From an optimization exercise on the open Yosys and OpenROAD flow, aimed at small area, a short achievable clock period and few clock cycles; shortcuts taken in it are not production practice.
Function was checked by simulation only, so behaviour that the tests miss may differ from the original.
Power is estimated from default activity; no workload was simulated.

==> flow/design.v, too long to show whole: its modules and the start of the top module <==
// module MyDesign: 1599 lines
// module fa: 4 lines
module MyDesign (
    input  wire        dut_run,
    output reg         dut_busy,
    input  wire        reset_b,
    input  wire        clk,
    output wire        input_sram_write_enable,
    output wire [11:0] input_sram_write_addresss,
    output wire [15:0] input_sram_write_data,
    output wire [11:0] input_sram_read_address,
    input  wire [15:0] input_sram_read_data,
    output reg         output_sram_write_enable,
    output wire [11:0] output_sram_write_addresss,
    output wire [15:0] output_sram_write_data,
    output wire [11:0] output_sram_read_address,
    input  wire [15:0] output_sram_read_data,
    output wire        scratchpad_sram_write_enable,
    output wire [11:0] scratchpad_sram_write_addresss,
    output wire [15:0] scratchpad_sram_write_data,
    output wire [11:0] scratchpad_sram_read_address,
    input  wire [15:0] scratchpad_sram_read_data,
    output wire        weights_sram_write_enable,
    output wire [11:0] weights_sram_write_addresss,
    output wire [15:0] weights_sram_write_data,
    output wire [11:0] weights_sram_read_address,
    input  wire [15:0] weights_sram_read_data
);
  // ...
==> flow/flow/run.sh <==
#!/bin/bash
# Layout: the standard ORFS flow (standard.sh, unchanged synthesis),
# with repair_timing asked to keep a setup margin of 7.6 ns on the design's
# 11 ns clock, and the port buffers made as buf_2 cells.
# Each ORFS step writes its full log under orfs/logs; make's output goes to
# standard.log.
set -o pipefail
bash standard.sh SETUP_SLACK_MARGIN=7.6 "BUFFER_PORTS_ARGS=-buffer_cell sky130_fd_sc_hd__buf_2" finish > standard.log 2>&1
==> flow/standard.sh <==
#!/bin/bash
# synth_recipe.tcl (not shown) runs the flow's synth.tcl, then flattens the netlist and writes it again
# the make line also repeats each setting of config.mk as NAME=value (left out here)
make -C /OpenROAD-flow-scripts/flow DESIGN_CONFIG=/design/flow/config.mk WORK_HOME=/design/flow/orfs CLKGATE_MAP_FILE= SYNTH_SCRIPT=/design/flow/synth_recipe.tcl "${@:-finish}"
==> flow/config.mk <==
export PLATFORM = sky130hd
export DESIGN_NAME = MyDesign
export DESIGN_NICKNAME = MyDesign
export VERILOG_FILES = /design/flow/design.v
export SDC_FILE = /design/flow/constraint.sdc
export NUM_CORES = 4
export LEC_CHECK = 0
export ABC_AREA = 1
export CAP_MARGIN = 20
export CORE_MARGIN = 2
export CORE_UTILIZATION = 40
export CTS_BUF_LIST = sky130_fd_sc_hd__clkbuf_8 sky130_fd_sc_hd__clkbuf_16
export CTS_CLUSTER_DIAMETER = 80
export CTS_CLUSTER_SIZE = 30
export SLEW_MARGIN = 20
export SYNTH_HIERARCHICAL = 1
export SYNTH_MINIMUM_KEEP_SIZE = 0
==> flow/constraint.sdc <==
create_clock -name core_clock -period 11.0 [get_ports {clk}]
set_input_delay 2.2000 -clock core_clock [delete_from_list [all_inputs] [get_ports {clk}]]
set_output_delay 2.2000 -clock core_clock [all_outputs]
set_load 0.01 [all_outputs]
==> flow_metrics.py, run 1 <==
metrics = {
    "run_status": {
        "outcome": "timing/DRC/antenna clean",
    },
    "sta": {
        "layout_min_cycle_time_ns": 3.39,
        "period_share": 0.308,
        "setup_ws_ns": 7.61,
        "drv_slew": 0,
    },
    "job": {
        "max_cap_violations": 0,
    },
    "clocking": {
        "clock-root-buffer": "clkbuf_16",
        "path_clk_slew_ns": 0.11,
        "cts_buffer_depth": 3,
    },
    "placement": {
        "place_area_um2": 29200,
        "preCtsSetupSlack_ns": 6.91,
        "numPortBuffers": 67,
    },
    "yosys": {
        "synth_top_area_frac": 0.256,
        "ys_seq_area_frac": 0.371,
        "yosysMostFrequentCell": "dfxtp_1",
        "synth_top_family_by_area": "adder cells",
        "synth.area.mux_share": 0.00847,
        "synthFlopType": "dfxtp_1",
    },
    "finish": {
        "inv_count": 265,
        "nNonClkBuffers": 88,
        "clkCellAreaFrac": 0.0361,
        "nets": 3203,
        "num-multi-input-gates": 1897,
        "final_area_um2": 30700,
        "instances_no_fill": 3713,
        "area_delta_synth_final_pct": 8.33,
        "final_common_cell": "dfxtp_1",
        "bufAreaShareNonClock": 0.0161,
    },
    "routing": {
        "wl_per_cell_um": 24.1,
        "wl_met3_um": 7050,
        "ant_nets": 0,
        "dr.max_layer_used": "met4",
    },
    "power": {
        "powerClk_w": 0.00129,
    },
    "critical_path": {
        "cp_num_buf_inv": 0,
        "slowest_delay_ns": 0.78,
        "path_max_fanout": 17,
        "cp.arrival_ns": 3.89,
        "crit_start": "ph[6]",
        "reg2reg_to": "r500",
        "ff2ff_setup_slack_ns": 7.61,
    },
    "global_routing": {
        "track_usage": 0.242,
        "use_met1": 0.329,
    },
    "hold_path": {
        "worstHoldStart": "wd_lo[0]",
        "hold_depth": 0,
    },
    "die": {
        "die_y_um": 270,
    },
}
Testbench counts, summed over its fixed seeds: cycles 13,944.
==> run 2: changes to the inputs <==
--- a/flow/design.v
+++ b/flow/design.v
@@ -85,27 +85,27 @@
       for (j = 0; j < 4; j = j + 1) begin
         b2 = w[2*j+1]; b1 = w[2*j]; b0 = (j == 0) ? 1'b0 : w[2*j-1];
         booth[3*j]   = b1 ^ b0;
         booth[3*j+1] = (b2 & ~b1 & ~b0) | (~b2 & b1 & b0);
         booth[3*j+2] = b2;
       end
     end
   endfunction
-  reg [107:0] kd;
+  reg [71:0] kr;    
   wire ld = rd & (st == 3'd0);
   always @(posedge clk) begin
-    if (ld && q == 5'd1) kd[23:0]  <= {booth(weights_sram_read_data[7:0]), booth(weights_sram_read_data[15:8])};
-    if (ld && q == 5'd2) kd[47:24] <= {booth(weights_sram_read_data[7:0]), booth(weights_sram_read_data[15:8])};
-    if (ld && q == 5'd3) kd[71:48] <= {booth(weights_sram_read_data[7:0]), booth(weights_sram_read_data[15:8])};
-    if (ld && q == 5'd4) kd[95:72] <= {booth(weights_sram_read_data[7:0]), booth(weights_sram_read_data[15:8])};
-    if (ld && q == 5'd5) kd[107:96] <= booth(weights_sram_read_data[15:8]);
+    if (ld && q == 5'd1) kr[15:0]  <= {weights_sram_read_data[7:0], weights_sram_read_data[15:8]};
+    if (ld && q == 5'd2) kr[31:16] <= {weights_sram_read_data[7:0], weights_sram_read_data[15:8]};
+    if (ld && q == 5'd3) kr[47:32] <= {weights_sram_read_data[7:0], weights_sram_read_data[15:8]};
+    if (ld && q == 5'd4) kr[63:48] <= {weights_sram_read_data[7:0], weights_sram_read_data[15:8]};
+    if (ld && q == 5'd5) kr[71:64] <= weights_sram_read_data[15:8];
     if (sw) begin
-      kd[35:0] <= kd[107:72];
-      kd[107:72] <= kd[35:0];
+      kr[23:0] <= kr[71:48];
+      kr[71:48] <= kr[23:0];
     end
   end
   reg [15:0] x0, x1, x2, x3, x4, x5;
   reg [7:0]  x6;
   reg [8:0] ph;    
   always @(posedge clk) begin
     x0 <= input_sram_read_data;
     if (sw) begin
@@ -121,25 +121,25 @@
   wire [7:0] px1 = ph[1] ? x5[7:0] : x5[15:8];
   wire [7:0] px2 = ph[2] ? x4[15:8] : x5[7:0];
   wire [7:0] px3 = ph[3] ? x3[15:8] : x4[7:0];
   wire [7:0] px4 = ph[4] ? x3[7:0] : x3[15:8];
   wire [7:0] px5 = ph[5] ? x2[15:8] : x3[7:0];
   wire [7:0] px6 = ph[6] ? x1[15:8] : x2[7:0];
   wire [7:0] px7 = ph[7] ? x1[7:0] : x1[15:8];
   wire [7:0] px8 = ph[8] ? x0[15:8] : x1[7:0];
-  wire [11:0] kd0 = kd[11:0];
-  wire [11:0] kd1 = kd[23:12];
-  wire [11:0] kd2 = kd[35:24];
-  wire [11:0] kd3 = kd[47:36];
-  wire [11:0] kd4 = kd[59:48];
-  wire [11:0] kd5 = kd[71:60];
-  wire [11:0] kd6 = kd[83:72];
-  wire [11:0] kd7 = kd[95:84];
-  wire [11:0] kd8 = kd[107:96];
+  wire [11:0] kd0 = booth(kr[7:0]);
+  wire [11:0] kd1 = booth(kr[15:8]);
+  wire [11:0] kd2 = booth(kr[23:16]);
+  wire [11:0] kd3 = booth(kr[31:24]);
+  wire [11:0] kd4 = booth(kr[39:32]);
+  wire [11:0] kd5 = booth(kr[47:40]);
+  wire [11:0] kd6 = booth(kr[55:48]);
+  wire [11:0] kd7 = booth(kr[63:56]);
+  wire [11:0] kd8 = booth(kr[71:64]);
   wire y0_0_0 = (kd0[0] & px0[0]) ^ kd0[2];
   wire y0_0_1 = ((kd0[0] & px0[1]) | (kd0[1] & px0[0])) ^ kd0[2];
   wire y0_0_2 = ((kd0[0] & px0[2]) | (kd0[1] & px0[1])) ^ kd0[2];
   wire y0_0_3 = ((kd0[0] & px0[3]) | (kd0[1] & px0[2])) ^ kd0[2];
   wire y0_0_4 = ((kd0[0] & px0[4]) | (kd0[1] & px0[3])) ^ kd0[2];
   wire y0_0_5 = ((kd0[0] & px0[5]) | (kd0[1] & px0[4])) ^ kd0[2];
   wire y0_0_6 = ((kd0[0] & px0[6]) | (kd0[1] & px0[5])) ^ kd0[2];
   wire y0_0_7 = ((kd0[0] & px0[7]) | (kd0[1] & px0[6])) ^ kd0[2];
==> flow/config.mk (replaced) <==
export PLATFORM = sky130hd
export DESIGN_NAME = MyDesign
export DESIGN_NICKNAME = MyDesign
export VERILOG_FILES = /design/flow/design.v
export SDC_FILE = /design/flow/constraint.sdc
export NUM_CORES = 4
export LEC_CHECK = 0
export ABC_AREA = 1
export CAP_MARGIN = 20
export CORE_MARGIN = 2
export CORE_UTILIZATION = 40
export SLEW_MARGIN = 20
export SYNTH_HIERARCHICAL = 1
export SYNTH_MINIMUM_KEEP_SIZE = 0
==> flow_metrics.py, run 2 <==
metrics = {
    "sta": {
        "drv_slew": 0,
        "hold_violations": 0,
        "worst_pin_slew_ns": 1.04,
        "setup_ws_ns": 7.61,
        "grt_setup_unrepaired": "true",
        "tns_ns": 0,
        "maxSlewHeadroom": 0.307,
        "layout_min_cycle_time_ns": 3.39,
        "max_freq_mhz": 295,
        "fin_skew_ns": 0.0264,
        "hold_slack_ns": 0.343,
        "period_share": 0.308,
        "setup_viol": 0,
    },
    "routing": {
        "avgViaCountPerCell": 5.14,
        "wl_met3_um": 8240,
        "vias": 20219,
        "dr.max_layer_used": "met4",
        "wirelength_um": 86000,
        "dr.pass1.iters": 5,
        "wl_per_cell_um": 21.9,
        "wl_met1_um": 35200,
        "wl_met2_um": 37400,
        "drcViolationCount": 0,
        "ant_nets": 0,
        "dr.first_iter.drc_count": 2310,
    },
    "critical_path": {
        "end_kind": "register",
        "critPathRequiredTime_ns": 11.46,
        "path_cells": "mux2i_2, o22ai_1, xor2_1, fa_1, fa_1, inv_1, fa_1",
        "crit_start": "ph[3]",
        "slowest_stage": "mux2i_2",
        "slowest_delay_ns": 0.71,
        "timing.rr.start": "ph[3]",
        "cp_num_buf_inv": 1,
        "cpMostUsedCell": "fa_1",
        "path_max_fanout": 9,
        "cp.arrival_ns": 3.85,
        "cp_top_family": "adder cells",
        "cp-start-kind": "register",
        "critPathKind": "register to register",
    },
    "global_routing": {
        "grt_max_degree": 86,
        "grt_pass1_wl_um": 125000,
        "track_usage": 0.243,
        "grt_pass1_vias": 19628,
        "overflow": 0,
        "grt_antenna_before_repair": 0,
    },
    "yosys": {
        "yosys-top-cells-count": "nand2_1, dfxtp_1, fa_1, xor2_1, inv_1",
        "yosysTopAreaCell": "dfxtp_1",
        "synthFlopType": "dfxtp_1",
        "synth-edff-count": 72,
        "yosysMostFrequentCell": "nand2_1",
        "ys_top_cells_by_area": "dfxtp_1, fa_1, xor2_1, edfxtp_1, nand2_1",
        "ys_ff_latch": 435,
        "yosysUniqueCellTypes": 43,
        "avgSynthCellArea_um2": 9.74,
        "synthCells": 2848,
        "yosysWarnings": 7,
        "syn_area_um2": 27700,
        "async_flop_share": 0,
        "ys_seq_area_frac": 0.340,
        "synth_top_area_frac": 0.262,
    },
    "clocking": {
        "cts_buffer_depth": 3,
        "clock_sinks": 435,
        "clkLatencyLatePin_ns": 0.60,
        "h-tree-depth": 2,
        "clock-root-buffer": "clkbuf_16",
        "path_clk_slew_ns": 0.06,
        "cts_buffers": 46,
        "cts_tree": "built",
    },
    "hold_path": {
        "hold_path.class": "register to register",
        "worstHoldStart": "wd_lo[2]",
    },
    "run_status": {
        "outcome": "timing/DRC/antenna clean",
    },
    "die": {
        "initial_core_util": 0.404,
        "num_rows": 96,
        "die_y_um": 267,
        "dieArea_um2": 71500,
        "core_um2": 68600,
        "die_x_um": 267,
        "io-pin-count": 232,
    },
    "placement": {
        "hpwl_um": 69200,
        "dp.cells": 3781,
        "place_congestion": 0.982,
        "preCtsSetupSlack_ns": 6.75,
        "numPortBuffers": 67,
    },
    "finish": {
        "instances_no_fill": 3933,
        "regArea_um2": 9460,
        "largest_register_ffs": 72,
        "final_common_cell": "nand2_1",
        "multi_input_area_um2": 16700,
        "most-common-layout-cells": "nand2_1, dfxtp_1, fa_1",
        "area_delta_synth_final_pct": 12.2,
        "top_register": "kr",
        "fill_cells": 6490,
        "layout-drive-gt1-share": 0.112,
        "nets": 3416,
    },
    "power": {
        "p_per_area_nw_per_um2": 280,
        "peakVddDrop_mv": 0.292,
        "leakagePower_nw": 13.7,
    },
    "job": {
        "max_cap_violations": 0,
    },
}
run 2: power breakdown:
| part | switching [W] | leakage (nW) | internal (W) |
|---|---|---|---|
| registers | 0.000204 | 3.70 | 0.00211 |
| clock network | 0.000697 | 0.784 | 0.000940 |
| logic | 0.00272 | 9.22 | 0.00203 |
| total | 0.00363 | 13.7 | 0.00508 |
run 2: kinds of logic (layout without fill, tap and decap cells):
group,after synthesis,after routing,synth area share
AOI/OAI and AO/OA,531,531,0.108
xor gates and xnor gates,322,322,0.102
adders and majority gates,385,385,0.262
buffers and inverters,524,546,0.0912
DFF,435,435,0.340
muxes,19,19,0.00686
other,1,133,0.000135
and+or+nand+nor,631,631,0.0910
run 2: metal layers:
metal	global-route usage	vias up
met5	0	-
met4	0.128	0
met3	0.0464	183
met2	0.369	1058
met1	0.330	9769
li1	-	9209
run 2: worst register-to-register path, stage by stage, from the launching register on:
cell	delay [ns]
dfxtp_4	0.48
mux2i_2	0.71
o22ai_1	0.20
xor2_1	0.38
fa_1	0.48
fa_1	0.50
inv_1	0.05
fa_1	0.44
run 2: final cells by class:
cell class | instances | area share
repair buffers | 147 | 0.0317
clock inverters | 27 | 0.0103
diodes | 1 | 0.0000804
well taps | 931 | 0.0374
flip-flops and latches | 435 | 0.304
inverters | 314 | 0.0380
multi-input cells | 2020 | 0.537
clock buffers | 58 | 0.0414
run 2: path summary, 6_finish.rpt:
path | depth (start not counted) | to | slack (ns)
setup / recovery | 7 | r534 | 7.61
hold / removal | 0 | wd_hi[2] | 0.34
setup reg to reg | 7 | r534 | 7.61
hold reg to reg | 0 | wd_hi[2] | 0.34
run 2: timing repair:
action                                  4_1_cts  5_1_grt
resized for setup                            74       33
hold buffers                                  0        0
endpoints found under the setup margin       90       50
buffers inserted                             52       14
pin swaps                                     0        2
run 2: modules after synthesis (local to each module, per instance):
module    cells inside  copies in the design
fa                   1                   324
MyDesign          2524                     1
run 2: through the flow:
| step | total power, W | utilization | instance area, µm² |
|---|---|---|---|
| 4_1_cts | 0.00882 | 0.450 | 30900 |
| 3_3_place_gp | 0.00703 | 0.415 | 28500 |
| 2_1_floorplan | 0.00545 | - | 28200 |
| 5_1_grt | 0.00956 | 0.454 | 31100 |
| 6_report | 0.00871 | 0.454 | 31100 |
| 3_5_place_dp | 0.00714 | 0.415 | 28500 |
Testbench counts of run 2, summed over its fixed seeds: cycles 13,944.
==> run 3: changes to the inputs <==
--- a/flow/config.mk
+++ b/flow/config.mk
@@ -10,4 +10,7 @@
 export CORE_MARGIN = 2
 export CORE_UTILIZATION = 40
+export CTS_BUF_LIST = sky130_fd_sc_hd__clkbuf_8 sky130_fd_sc_hd__clkbuf_16
+export CTS_CLUSTER_DIAMETER = 80
+export CTS_CLUSTER_SIZE = 30
 export SLEW_MARGIN = 20
 export SYNTH_HIERARCHICAL = 1
==> flow_metrics.py, run 3 <==
metrics = {
    "global_routing": {
        "grt_max_degree": 86,
        "use_met1": 0.324,
        "overflow": 0,
        "grt_pass1_vias": 19470,
        "grt_pass1_wl_um": 124000,
        "track_usage": 0.240,
        "top_usage_layer": "met2",
        "grtUsageMet3": 0.0469,
        "grt_antenna_before_repair": 1,
        "grt_use_met2": 0.365,
    },
    "job": {
        "max_cap_violations": 0,
    },
    "finish": {
        "area_delta_synth_final_pct": 10.6,
        "n_antenna_cell": 0,
        "top_register": "kr",
        "most-common-layout-cells": "nand2_1, dfxtp_1, fa_1",
        "fin_util": 0.447,
        "instances_no_fill": 3908,
        "layout-drive-gt1-share": 0.106,
        "final_common_cell": "nand2_1",
        "nets": 3408,
        "largest_register_ffs": 72,
    },
    "clocking": {
        "clkLatencyLatePin_ns": 0.64,
        "h-tree-depth": 1,
        "cts_buffers": 28,
        "cts_buffer_depth": 3,
        "clock_sinks": 435,
        "path_clk_slew_ns": 0.10,
        "clock-root-buffer": "clkbuf_16",
        "cts_tree": "built",
    },
    "power": {
        "p_seq_frac": 0.277,
        "internal_power_w": 0.00471,
        "p_sw_w": 0.00363,
        "leakagePower_nw": 13.5,
        "peakVddDrop_mv": 0.293,
        "p_clk_frac": 0.151,
        "p_per_area_nw_per_um2": 272,
        "power_frac_comb": 0.572,
        "switching_share": 0.435,
    },
    "sta": {
        "period_share": 0.309,
        "hold_violations": 0,
        "tns_ns": 0,
        "layout_min_cycle_time_ns": 3.40,
        "max_freq_mhz": 294,
        "maxSlewHeadroom": 0.286,
        "drv_slew": 0,
        "setup_ws_ns": 7.60,
        "grt_setup_unrepaired": "true",
        "worst_pin_slew_ns": 1.07,
        "setup_viol": 0,
        "fin_skew_ns": 0.0379,
    },
    "die": {
        "core_um2": 68600,
        "io-pin-count": 232,
        "num_rows": 96,
        "die_y_um": 267,
        "initial_core_util": 0.404,
        "dieArea_um2": 71500,
        "die_x_um": 267,
    },
    "yosys": {
        "syn_area_um2": 27700,
        "ys_top_cells_by_area": "dfxtp_1, fa_1, xor2_1, edfxtp_1, nand2_1",
        "synthCells": 2848,
        "ys_seq_area_frac": 0.340,
        "avgSynthCellArea_um2": 9.74,
        "yosysUniqueCellTypes": 43,
        "synth-edff-count": 72,
        "ys_ff_latch": 435,
        "synthFlopType": "dfxtp_1",
        "yosys-top-cells-count": "nand2_1, dfxtp_1, fa_1, xor2_1, inv_1",
        "yosysMostFrequentCell": "nand2_1",
        "async_flop_share": 0,
        "yosysWarnings": 7,
        "yosysTopAreaCell": "dfxtp_1",
        "synth_top_area_frac": 0.262,
    },
    "routing": {
        "vias": 20143,
        "dr.pass1.iters": 6,
        "drcViolationCount": 0,
        "ant_nets": 0,
        "wirelength_um": 85500,
        "dr.first_iter.drc_count": 2227,
        "wl_per_cell_um": 21.9,
        "avgViaCountPerCell": 5.15,
    },
    "hold_path": {
        "hold_path.class": "register to register",
    },
    "critical_path": {
        "critPathRequiredTime_ns": 11.51,
        "cp.arrival_ns": 3.91,
        "critPathKind": "register to register",
        "path_max_fanout": 6,
        "cp-start-kind": "register",
        "end_kind": "register",
    },
    "placement": {
        "preCtsSetupSlack_ns": 6.75,
        "hpwl_um": 69200,
        "place_congestion": 0.982,
        "numPortBuffers": 67,
        "dp.cells": 3781,
    },
    "run_status": {
        "outcome": "timing/DRC/antenna clean",
    },
}
==> run 3: changes by cell type in the layout (fill, tap and decap cells not counted), sizes merged <==
cell | previous run | this run
buf | 147 | 157
bufinv | 4 | 0
clkbuf | 58 | 31
clkinv | 15 | 12
clkinvlp | 5 | 1
diode | 1 | 0
inv | 317 | 321
==> run 3: cell families after synthesis <==
family	share of synthesized area
AND/OR/NAND/NOR	0.0910
AO/OA/AOI/OAI	0.108
multiplexers	0.00686
flip-flops	0.340
buffers and inverters	0.0912
XOR/XNOR	0.102
other	0.000135
adder cells (fa/ha/maj)	0.262
==> run 3: final timing paths <==
check           start  endpoint  slack, ns  cells past startpoint
max            kr[38]      r522       7.60                      9
min reg2reg  wd_lo[2]  wd_hi[2]       0.35                      0
max reg2reg    kr[38]      r522       7.60                      9
min          wd_lo[2]  wd_hi[2]       0.35                      0
==> run 3: critical path, stage by stage (launching register included) <==
cell      delay, ns
edfxtp_1       0.54
nand2_1        0.14
inv_1          0.04
nor2_1         0.20
inv_1          0.15
o22ai_1        0.20
xor2_1         0.41
fa_1           0.53
fa_1           0.65
fa_1           0.43
==> run 3: timing repair <==
item,4_1_cts,5_1_grt
endpoints found under the hold margin,0,0
hold buffers,0,0
setup endpoints to repair,89,50
pin swaps,0,2
gates resized for setup,61,43
setup buffers,52,24
==> run 3: power by group through the flow <==
| stage | Clock, W | Sequential, W | Combinational (W) |
|---|---|---|---|
| floorplan | 0 | 0.00229 | 0.00316 |
| global placement | 0 | 0.00234 | 0.00469 |
| detailed placement | 0 | 0.00235 | 0.00479 |
| CTS | 0.00129 | 0.00231 | 0.00482 |
| global route | 0.00135 | 0.00235 | 0.00546 |
| finish | 0.00126 | 0.00231 | 0.00477 |
==> run 3: per-stage QoR <==
step	area, µm²	hold WS [ns]	total power, W
floorplan	28200	0.330	0.00545
global placement	28500	0.332	0.00703
detailed placement	28500	0.332	0.00714
CTS	30300	0.352	0.00842
global route	30700	0.358	0.00916
finish	30700	0.350	0.00833
==> run 3: final cells by class <==
cell class / instances / area [µm²]
Tap cell: 931 / 1160
Sequential cell: 435 / 9460
Clock inverter: 20 / 373
Multi-Input combinational cell: 2020 / 16700
Inverter: 314 / 1180
Timing Repair Buffer: 157 / 1060
Clock buffer: 31 / 764
Fill cell: 6532 / 37900
==> run 3: Yosys stat by module, one instance, submodules excluded <==
module	cells inside	copies in the design	area [µm²]
fa	1	324	20.0
MyDesign	2524	1	21200
==> run 3: per-layer routing <==
metal  vias up  wire length [µm]
met3       169              8000
li1       9156                 -
met1      9789             35100
met2      1027             36900
met4         2              5490
met5         -                 8
==> run 4: changes to the inputs <==
--- a/flow/config.mk
+++ b/flow/config.mk
@@ -9,5 +9,5 @@
 export CAP_MARGIN = 20
 export CORE_MARGIN = 2
-export CORE_UTILIZATION = 40
+export CORE_UTILIZATION = 55
 export CTS_BUF_LIST = sky130_fd_sc_hd__clkbuf_8 sky130_fd_sc_hd__clkbuf_16
 export CTS_CLUSTER_DIAMETER = 80
==> flow_metrics.py, run 4 <==
metrics = {
    "critical_path": {
        "critPathRequiredTime_ns": 11.47,
        "cp-start-kind": "register",
        "crit_start": "ph[6]",
        "cp.arrival_ns": 3.86,
        "path_max_fanout": 17,
        "end_kind": "register",
        "timing.rr.start": "ph[6]",
        "critPathKind": "register to register",
    },
    "routing": {
        "wirelength_um": 88000,
        "dr.first_iter.drc_count": 2004,
        "avgViaCountPerCell": 5.64,
        "drcViolationCount": 0,
        "wl_per_cell_um": 24.2,
        "vias": 20550,
        "dr.pass1.iters": 8,
        "ant_nets": 0,
    },
    "yosys": {
        "yosys.area_share.xor_xnor": 0.102,
        "yosys.area_share.simple": 0.0910,
        "yosysUniqueCellTypes": 43,
        "synthFlopType": "dfxtp_1",
        "synth_adder_area_share": 0.262,
        "synth_top_family_by_area": "adder cells",
        "syn_area_um2": 27700,
        "synth.area.mux_share": 0.00686,
        "synth_compound_area_frac": 0.108,
        "async_flop_share": 0,
        "synth_top_area_frac": 0.262,
        "ys_ff_latch": 435,
        "synth-edff-count": 72,
        "ys_seq_area_frac": 0.340,
        "yosysTopAreaCell": "dfxtp_1",
        "yosysMostFrequentCell": "nand2_1",
        "yosys-top-cells-count": "nand2_1, dfxtp_1, fa_1, xor2_1, inv_1",
        "ys_top_cells_by_area": "dfxtp_1, fa_1, xor2_1, edfxtp_1, nand2_1",
        "avgSynthCellArea_um2": 9.74,
        "synthCells": 2848,
        "yosysWarnings": 7,
    },
    "sta": {
        "drv_slew": 0,
        "period_share": 0.308,
        "tns_ns": 0,
        "layout_min_cycle_time_ns": 3.39,
        "worst_pin_slew_ns": 1.10,
        "setup_ws_ns": 7.61,
        "fin_skew_ns": 0.0481,
        "maxSlewHeadroom": 0.266,
        "hold_violations": 0,
        "max_freq_mhz": 295,
        "setup_viol": 0,
        "grt_setup_unrepaired": "true",
    },
    "die": {
        "initial_core_util": 0.555,
        "num_rows": 82,
        "io-pin-count": 232,
        "die_y_um": 229,
        "core_um2": 50000,
        "die_x_um": 229,
        "dieArea_um2": 52200,
    },
    "global_routing": {
        "grt_pass1_wl_um": 128000,
        "grt_antenna_before_repair": 5,
        "grt_max_degree": 54,
        "track_usage": 0.335,
        "grt_pass1_vias": 19962,
        "overflow": 0,
    },
    "power": {
        "internal_power_w": 0.00458,
        "switching_share": 0.439,
        "p_sw_w": 0.00358,
        "peakVddDrop_mv": 0.338,
        "p_clk_frac": 0.126,
        "p_seq_frac": 0.282,
        "power.total_w": 0.00816,
        "p_per_area_nw_per_um2": 271,
        "power_frac_comb": 0.592,
        "leakagePower_nw": 13.4,
    },
    "clocking": {
        "path_clk_slew_ns": 0.11,
        "clock_sinks": 435,
        "clock-root-buffer": "clkbuf_16",
        "h-tree-depth": 1,
        "cts_buffer_depth": 3,
        "clkLatencyLatePin_ns": 0.61,
        "cts_buffers": 23,
        "cts_tree": "built",
    },
    "run_status": {
        "outcome": "timing/DRC/antenna clean",
    },
    "placement": {
        "hpwl_um": 72500,
        "numPortBuffers": 67,
        "place_congestion": 1.02,
        "preCtsSetupSlack_ns": 6.85,
        "place_area_um2": 28200,
    },
    "finish": {
        "most-common-layout-cells": "nand2_1, dfxtp_1, fa_1",
        "final_common_cell": "nand2_1",
        "area_delta_synth_final_pct": 8.40,
        "layout-drive-gt1-share": 0.103,
        "largest_register_ffs": 72,
        "top_register": "kr",
        "nets": 3406,
        "final_area_um2": 30100,
    },
    "hold_path": {
        "hold_path.class": "register to register",
        "worstHoldStart": "wd_lo[3]",
    },
    "job": {
        "max_cap_violations": 0,
    },
}
[run 4: cell counts after synthesis]
Identical to the previous run, type by type.
[run 4: power groups by stage]
stage / clock (W) / combinational, W / sequential [W]
after floorplan: 0 / 0.00316 / 0.00229
after global placement: 0 / 0.00467 / 0.00233
after detailed placement: 0 / 0.00482 / 0.00234
after CTS: 0.00105 / 0.00487 / 0.00231
after global routing: 0.00110 / 0.00546 / 0.00235
final: 0.00103 / 0.00483 / 0.00230
[run 4: cell families after synthesis]
kind of cell / after synthesis
AOI/OAI and AO/OA: 531
buffers and inverters: 524
and+or+nand+nor: 631
adders and majority gates: 385
other: 1
DFF: 435
muxes: 19
xor gates and xnor gates: 322
[run 4: final cells by class]
class,instances,area (µm²)
repair buffers,160,1100
fillers,4326,19900
diodes,1,2.50
inverters,314,1180
clock inverters,16,209
multi-input cells,2020,16700
clock buffers,25,603
flip-flops and latches,435,9450
well taps,672,841
[run 4: critical path, stage by stage, from the launching register on]
cell and delay [ns]:
dfxtp_2 0.47, o21ai_2 0.63, inv_1 0.22, nand2_1 0.13, xor2_1 0.22, fa_1 0.50, fa_1 0.63, fa_1 0.46
[run 4: routing by layer]
layer	wire (µm)	track usage	vias up
met4	6310	0.199	4
met2	40400	0.538	1010
met3	6880	0.0443	217
met5	23	0	-
met1	34500	0.437	10141
li1	-	-	9178
[run 4: path summary, 6_finish.rpt]
kind / endpoint / slack, ns / depth (start not counted)
max: r500 / 7.61 / 7
min: wd_hi[3] / 0.36 / 0
max reg2reg: r500 / 7.61 / 7
min reg2reg: wd_hi[3] / 0.36 / 0
[run 4: through the flow]
step | hold WS [ns] | std cells | utilization
3_3_place_gp | 0.332 | 3524 | 0.564
4_1_cts | 0.358 | 3623 | 0.595
3_5_place_dp | 0.339 | 3524 | 0.564
6_report | 0.356 | 3643 | 0.602
5_1_grt | 0.362 | 3642 | 0.602
2_1_floorplan | 0.330 | 2979 | -
[run 4: what timing repair did]
item,in CTS,in global routing
pin swaps,0,7
setup buffers,58,19
setup endpoints to repair,89,51
gates resized for setup,57,58
hold buffers,0,0
hold endpoints to repair,0,0
[run 4: modules after synthesis, one instance, submodules excluded]
module	flops+latches	area, µm²
fa	0	20.0
MyDesign	435	21200

re-timing with driven ports:
The results above use ideal ports. As a check the final layouts listed here were re-extracted and re-timed, cells and wires unchanged.
Step 1 assumes that a clkbuf_16 drives the clock port and a buf_2 every other input.
Step 2 also shifts input and output timing later by t, the mid clock arrival at the registers, as if the neighbouring blocks saw the same clock.
Three values: ideal ports, drivers, drivers and shift; two values: the first two.
| run | shift t [ns] | setup slack, ns | worst data-port slew with drivers (ns) |
|---|---|---|---|
| run 1 | 0.688 | 7.614 / 7.602 / 7.204 | 0.04 |
| run 2 | 0.651 | 7.613 / 7.613 / 7.377 | 0.05 |
| run 3 | 0.681 | 7.603 / 7.603 / 7.377 | 0.05 |
| run 4 | 0.652 | 7.607 / 7.607 / 7.147 | 0.03 |
After both steps setup and hold are still met in every run listed. For run 4, which loses most, drivers alone change the setup slack by 0.000 ns; drivers and shift together by -0.460 ns.
